This design comes from an exercise in tuning for a short achievable clock period and few clock cycles on the open sky130 flow, not from production work. In this exercise RTL edits were held to simulation tests only and were not proved equivalent to the original. Power figures rest on the tool's default switching activity, not on a simulated workload.

==> run.sh <==
#!/bin/bash
# synth_recipe.tcl (not shown) runs the flow's synth.tcl, then flattens the netlist and writes it again
# the make line also repeats each setting of config.mk as NAME=value (left out here)
make -C /OpenROAD-flow-scripts/flow DESIGN_CONFIG=/design/flow/config.mk WORK_HOME=/design/flow/orfs CLKGATE_MAP_FILE= SYNTH_SCRIPT=/design/flow/synth_recipe.tcl finish
==> config.mk <==
export PLATFORM = sky130hd
export DESIGN_NAME = bird
export DESIGN_NICKNAME = bird
export VERILOG_FILES = /design/flow/design.v
export SDC_FILE = /design/flow/constraint.sdc
export NUM_CORES = 4
export LEC_CHECK = 0
export CAP_MARGIN = 20
export CORE_MARGIN = 2
export CORE_UTILIZATION = 40
export SLEW_MARGIN = 20
==> constraint.sdc <==
create_clock -name core_clock -period 6.0 [get_ports {clk}]
set_input_delay 1.2000 -clock core_clock [delete_from_list [all_inputs] [get_ports {clk}]]
set_output_delay 1.2000 -clock core_clock [all_outputs]
set_load 0.01 [all_outputs]
==> design.v <==
module bird (
        input logic clk,
        input logic rst,
        input logic [15:0] data_in,
		  input logic hold,
		  output logic hold_ack,
        output logic [15:0] data_out,
        output logic [11:0] address,
        output logic memwt
        );
logic [11:0] pc, ir;  
logic [4:0] state;  
logic [15:0] regbank [7:0]; 
logic zeroflag;  
logic [15:0] result;  
localparam    FETCH=4'b0000,
        LDI=4'b0001, 
        LD=4'b0010,
        ST=4'b0011,
        JZ=4'b0100,
        JMP=4'b0101,
        ALU=4'b0111,
        PUSH=4'b1000,
        POP1=4'b1001,
        POP2=4'b1100,
        CALL=4'b1010,
        RET1=4'b1011,
        RET2=4'b1101;
logic zeroresult; 
always_ff @(posedge clk)
  if (rst)
    begin
        state<=FETCH;
        zeroflag<=0;
        hold_ack<=0;
        pc<=0;
    end
  else
    case(state) 
        FETCH: 
           begin
					if(hold==1)
						begin
						hold_ack<=1;
						state<=FETCH;
						end
					else
						begin
						hold_ack<=0;
						if ( data_in[15:12]==JZ)  
							if (zeroflag)   
                        state <= JMP;
							else
                        state <= FETCH;  
						else
							state <= data_in[15:12];  
						ir<=data_in[11:0];  
						pc<=pc+1;  
						end
            end
        LDI:
            begin
                regbank[ ir[2:0] ] <= data_in;  
                pc<=pc+1;  
                state <= FETCH;
            end
        LD:
            begin
                regbank[ir[2:0]] <= data_in;
                state <= FETCH;  
                end 
        ST:
            begin
                state <= FETCH;  
            end
        JMP:
            begin
                pc <= pc+ir;
                state <= FETCH;  
            end
        ALU:
            begin
                regbank[ir[2:0]]<=result;
                zeroflag<=zeroresult;
                state <= FETCH;
            end
        PUSH:
            begin
                 regbank[7]<=regbank[7]-1;
                 state <= FETCH;
            end
        POP1:
            begin
                regbank[7]<=regbank[7]+1;
                state <= POP2;
            end
        POP2:  
            begin
                regbank[ir[2:0]] <= data_in;
                state <= FETCH; 
            end
        CALL: 
            begin
                regbank[7]<=regbank[7]-1;
                pc<=pc+ir;
                state <= FETCH; 
            end
        RET1:
            begin
                regbank[7]<=regbank[7]+1;
                state <= RET2;
            end
        RET2:
            begin
                pc<=data_in[11:0];
                state <= FETCH; 
            end
    endcase
always_comb
    case (state)
        LD:    address=regbank[ir[5:3]][11:0];
        ST:    address=regbank[ir[5:3]][11:0];
        PUSH:    address=regbank[7];
        POP2:    address=regbank[7];
        CALL:    address=regbank[7];
        RET2:    address=regbank[7];
        default: address=pc;
    endcase
assign memwt=(state==ST)||(state==PUSH)||(state==CALL);
always_comb
    case (state)
        CALL: data_out = {4'b0,pc};
        default: data_out = regbank[ir[8:6]];
    endcase
always_comb  
    case (ir[11:9])
        3'h0: result = regbank[ir[8:6]]+regbank[ir[5:3]];  
        3'h1: result = regbank[ir[8:6]]-regbank[ir[5:3]];  
        3'h2: result = regbank[ir[8:6]]&regbank[ir[5:3]];  
        3'h3: result = regbank[ir[8:6]]|regbank[ir[5:3]];  
        3'h4: result = regbank[ir[8:6]]^regbank[ir[5:3]];  
        3'h7: case (ir[8:6])
            3'h0: result = !regbank[ir[5:3]];
            3'h1: result = regbank[ir[5:3]];
            3'h2: result = regbank[ir[5:3]]+1;
            3'h3: result = regbank[ir[5:3]]-1;
            default: result=16'h0000;
             endcase
        default: result=16'h0000;
    endcase
assign zeroresult = ~|result;
endmodule
==> run summary <==
-- final timing paths --
path                         start  slack (ns)                        to  cells past startpoint
min          hold_ack$_SDFFE_PP0P_        0.48     hold_ack$_SDFFE_PP0P_                      2
max                       register        0.55  regbank[7][14]$_DFFE_PP_                     18
min reg2reg  hold_ack$_SDFFE_PP0P_        0.48     hold_ack$_SDFFE_PP0P_                      2
max reg2reg               register        0.55  regbank[7][14]$_DFFE_PP_                     18
-- worst max-delay path, cell delays in order, from the launching register on --
cell	delay (ns)
dfxtp_2	0.67
buf_4	0.24
nor2b_1	0.05
a211oi_1	0.39
a21oi_1	0.24
a211oi_2	0.40
nand2_1	0.11
nor3_1	0.36
a41oi_1	0.20
xnor2_1	0.18
ha_1	0.24
or3_1	0.40
o211a_1	0.24
o211a_1	0.20
a2111oi_0	0.35
a2111oi_0	0.12
nand2_1	0.17
nor2_1	0.08
o22ai_1	0.49
-- state kept, by name (all words and copies together), names as in the netlist, named ones only --
| name | flops |
|---|---|
| state | 4 |
| hold_ack | 1 |
| pc | 12 |
| ir | 12 |
| regbank | 128 |
| zeroflag | 1 |
-- metrics by stage --
step	std cells	utilization [%]	cell area (um^2)	total power [W]
final	1653	45.75	14030	0.003655
after global routing	1653	45.75	14030	0.003825
after global placement	1621	43.86	13450	0.002568
after detailed placement	1621	43.86	13450	0.002576
after floorplan	1206	-	12480	0.002180
after CTS	1653	45.75	14030	0.003654
-- kinds of logic after synthesis --
logic type	count (synthesis)	synth area share, %
multiplexers	122	16.57
AO/OA/AOI/OAI	304	15.97
adder cells (fa/ha/maj)	77	7.902
XOR/XNOR	51	3.580
AND/OR/NAND/NOR	349	13.70
flip-flops	164	37.55
buffers and inverters	139	4.733
-- power by group through the flow --
stage	logic, W	registers (W)	clock network [W]
floorplan	0.000866	0.00131	0
global placement	0.00120	0.00137	0
detailed placement	0.00121	0.00137	0
CTS	0.00122	0.00134	0.00109
global route	0.00134	0.00135	0.00114
finish	0.00123	0.00134	0.00108
-- cells in the final DEF, fill, tap and decap left out, types with 19 or more instances in the layout --
master           count
a21oi_1             72
nand2_1             88
edfxtp_1           140
mux4_2              61
mux2i_1             41
xnor2_1             38
nor2b_1             22
ha_1                74
buf_4               43
o21ai_0             78
dfxtp_1             20
nor2_1              98
nand3_1             33
a22oi_1             19
nor3_1              25
inv_1               64
clkdlybuf4s50_1     48
-- layout make-up --
class / instances / area share (%)
Multi-Input combinational cell: 903 / 51.40
Sequential cell: 164 / 33.42
Timing Repair Buffer: 91 / 5.724
Tap cell: 396 / 3.531
Clock buffer: 21 / 3.210
Inverter: 67 / 1.792
Clock inverter: 11 / 0.9273
-- routing by layer --
metal | up-vias | share of wire [%] | GRT usage [%]
met1 | 4934 | 41 | 32.70
met4 | 0 | 5.0 | 12.39
li1 | 4644 | - | -
met3 | 94 | 7.6 | 4.184
met5 | - | 0 | 0
met2 | 514 | 46 | 39.63
-- Yosys cell counts (9+ instances only) --
cell	instances	area, um^2
nand2_1	88	330.3
o21a_1	9	67.56
xor2_1	13	113.9
clkbuf_1	54	202.7
o211ai_1	16	120.1
mux4_2	61	1374
nor3_1	26	130.1
a22oi_1	19	142.6
nand3_1	33	165.2
nor2_1	98	367.9
nor2b_1	22	137.6
a21oi_1	72	360.4
edfxtp_1	140	4204
mux2i_1	41	410.4
dfxtp_1	24	480.5
inv_1	64	240.2
o21ai_1	9	45.04
nand2b_1	17	106.4
xnor2_1	38	332.8
a31oi_1	11	68.82
ha_1	74	925.9
and2_1	10	62.56
o21ai_0	78	390.4
==> impl_metrics.py <==
metrics = {
    "flow_run": {
        "maxCapViolCount": 0,
    },
    "timing": {
        "worst_pin_slew_ns": 1.162,
        "fin_setup_tns_ns": 0,
        "rsz0062_at_grt": "false",
        "final-setup-viol-count": 0,
        "fmax_mhz": 183.6,
        "slew-limit-headroom_pct": 22.41,
        "period_needed_ns": 5.447,
        "hold_violations": 0,
        "worst_hold_slack_ns": 0.4844,
        "fin_skew_ns": 0.01239,
        "post-route-period-util_pct": 90.79,
        "fin_ws_ns": 0.5529,
        "slew_viol_final": 0,
    },
    "pwr": {
        "p_comb_share_pct": 33.7,
        "power.density_nw_per_um2": 260.5,
        "pwr-share-seq_pct": 36.8,
        "p_switching_w": 0.001226,
        "irDropWorstVdd_mv": 0.1693,
        "p_clk_share_pct": 29.5,
        "cellLeakagePower_nw": 5.133,
        "p_int_w": 0.002429,
        "p_sw_share_pct": 33.55,
    },
    "setup_path": {
        "crit_required_ns": 6.14,
        "end_kind": "register",
        "crit_fanout": 20,
        "critPathKind": "reg2reg",
        "startpoint_type": "register",
        "critPathArrivalTime_ns": 5.59,
    },
    "clock_tree": {
        "clock_sinks": 164,
        "hold_buffers": 0,
        "path_clk_slew_ns": 0.07,
        "clock_path_buffers": 2,
        "numCtsBuffers": 17,
        "cts_tree": "yes",
        "clk_latency_ns": 0.43,
        "postCtsResizedCells": 0,
        "root_buffer": "clkbuf_16",
        "post_cts_buffers": 0,
        "htreeDepth": 4,
    },
    "layout": {
        "area_delta_synth_final_pct": 12.46,
        "multi_input_area_um2": 7212,
        "final_nets": 1340,
        "seqCellArea_um2": 4690,
        "antennaDiodeCount": 0,
        "final_layout_size_suffix_gt1_share_pct": 14.08,
        "fillers": 2859,
    },
    "placed_design": {
        "gp_congestion": 0.9330,
        "numPortBuffers": 48,
        "pre_cts_ws_ns": 0.6566,
        "place_hpwl_um": 30360,
    },
    "global_routing": {
        "grt_pass1_vias": 9969,
        "antenna_found_initial": 0,
        "grt_pass1_wl_um": 61150,
        "grt_overflow": 0,
        "grt_use_total_pct": 24.83,
        "grt_max_degree": 33,
    },
    "routing": {
        "firstDrtPassIters": 5,
        "avgRoutedWirePerCell_um": 24.42,
        "vias": 10190,
        "drc": 0,
        "routed_wl_um": 40360,
        "vias_per_cell": 6.162,
        "drtIter0Drc": 1135,
        "antenna_left": 0,
    },
    "logic_synthesis": {
        "ys.flop_type": "edfxtp_1",
        "syn-cell-area_um2": 12480,
        "yosys_warnings": 1,
        "synth_enable_flop_cells": 140,
        "ys_seq_area_share_pct": 37.55,
        "ys_types": 84,
        "synthCells": 1206,
        "postSynthAreaPerCell_um2": 10.35,
        "ys_ff_latch": 164,
        "synthArstFlopShare_pct": 0,
        "synth_fp_nets": 1302,
    },
    "floorplanning": {
        "initial_core_util_pct": 40.68,
        "die-height_um": 180.6,
        "die_w_um": 180.6,
        "die_area_um2": 32620,
        "core_um2": 30670,
        "core.rowCount": 64,
        "ioPinCount": 49,
    },
    "min_path": {
        "min_path_type": "reg2reg",
    },
    "status": {
        "status": "timing/DRC/antenna clean",
    },
}
Testbench counts, summed over its fixed seeds: cycles 2,152,090.

-- port drivers added, routing unchanged --
The results above use ideal ports. As a check the final layout listed here was re-extracted and re-timed, cells and wires unchanged.
Step 1 (the two cells are an assumption about what drives the block):
set clk [get_ports {clk}]
set_driving_cell -lib_cell sky130_fd_sc_hd__clkbuf_16 $clk
set_driving_cell -lib_cell sky130_fd_sc_hd__buf_2 [delete_from_list [all_inputs] $clk]
Step 2 adds t to the input delays and takes it off the output delays; t is the mean of the earliest and latest rising clock arrival at the registers after step 1. Input paths then give back, and output paths get back, about the clock's delay inside the block.
a / b / c = ideal ports / drivers / drivers and shift; a / b = the first two.
shift t [ns]: 0.467
slack for setup (ns): 0.553 / 0.553 / 0.553
worst setup path after step 2: register to register
worst slew at a driven data input, ns: 0.03
cell pins on the clock port's net: 1
After both steps this run still meets setup and hold. The setup slack of this run moves by 0.000 ns with the drivers and by 0.000 ns with both steps.
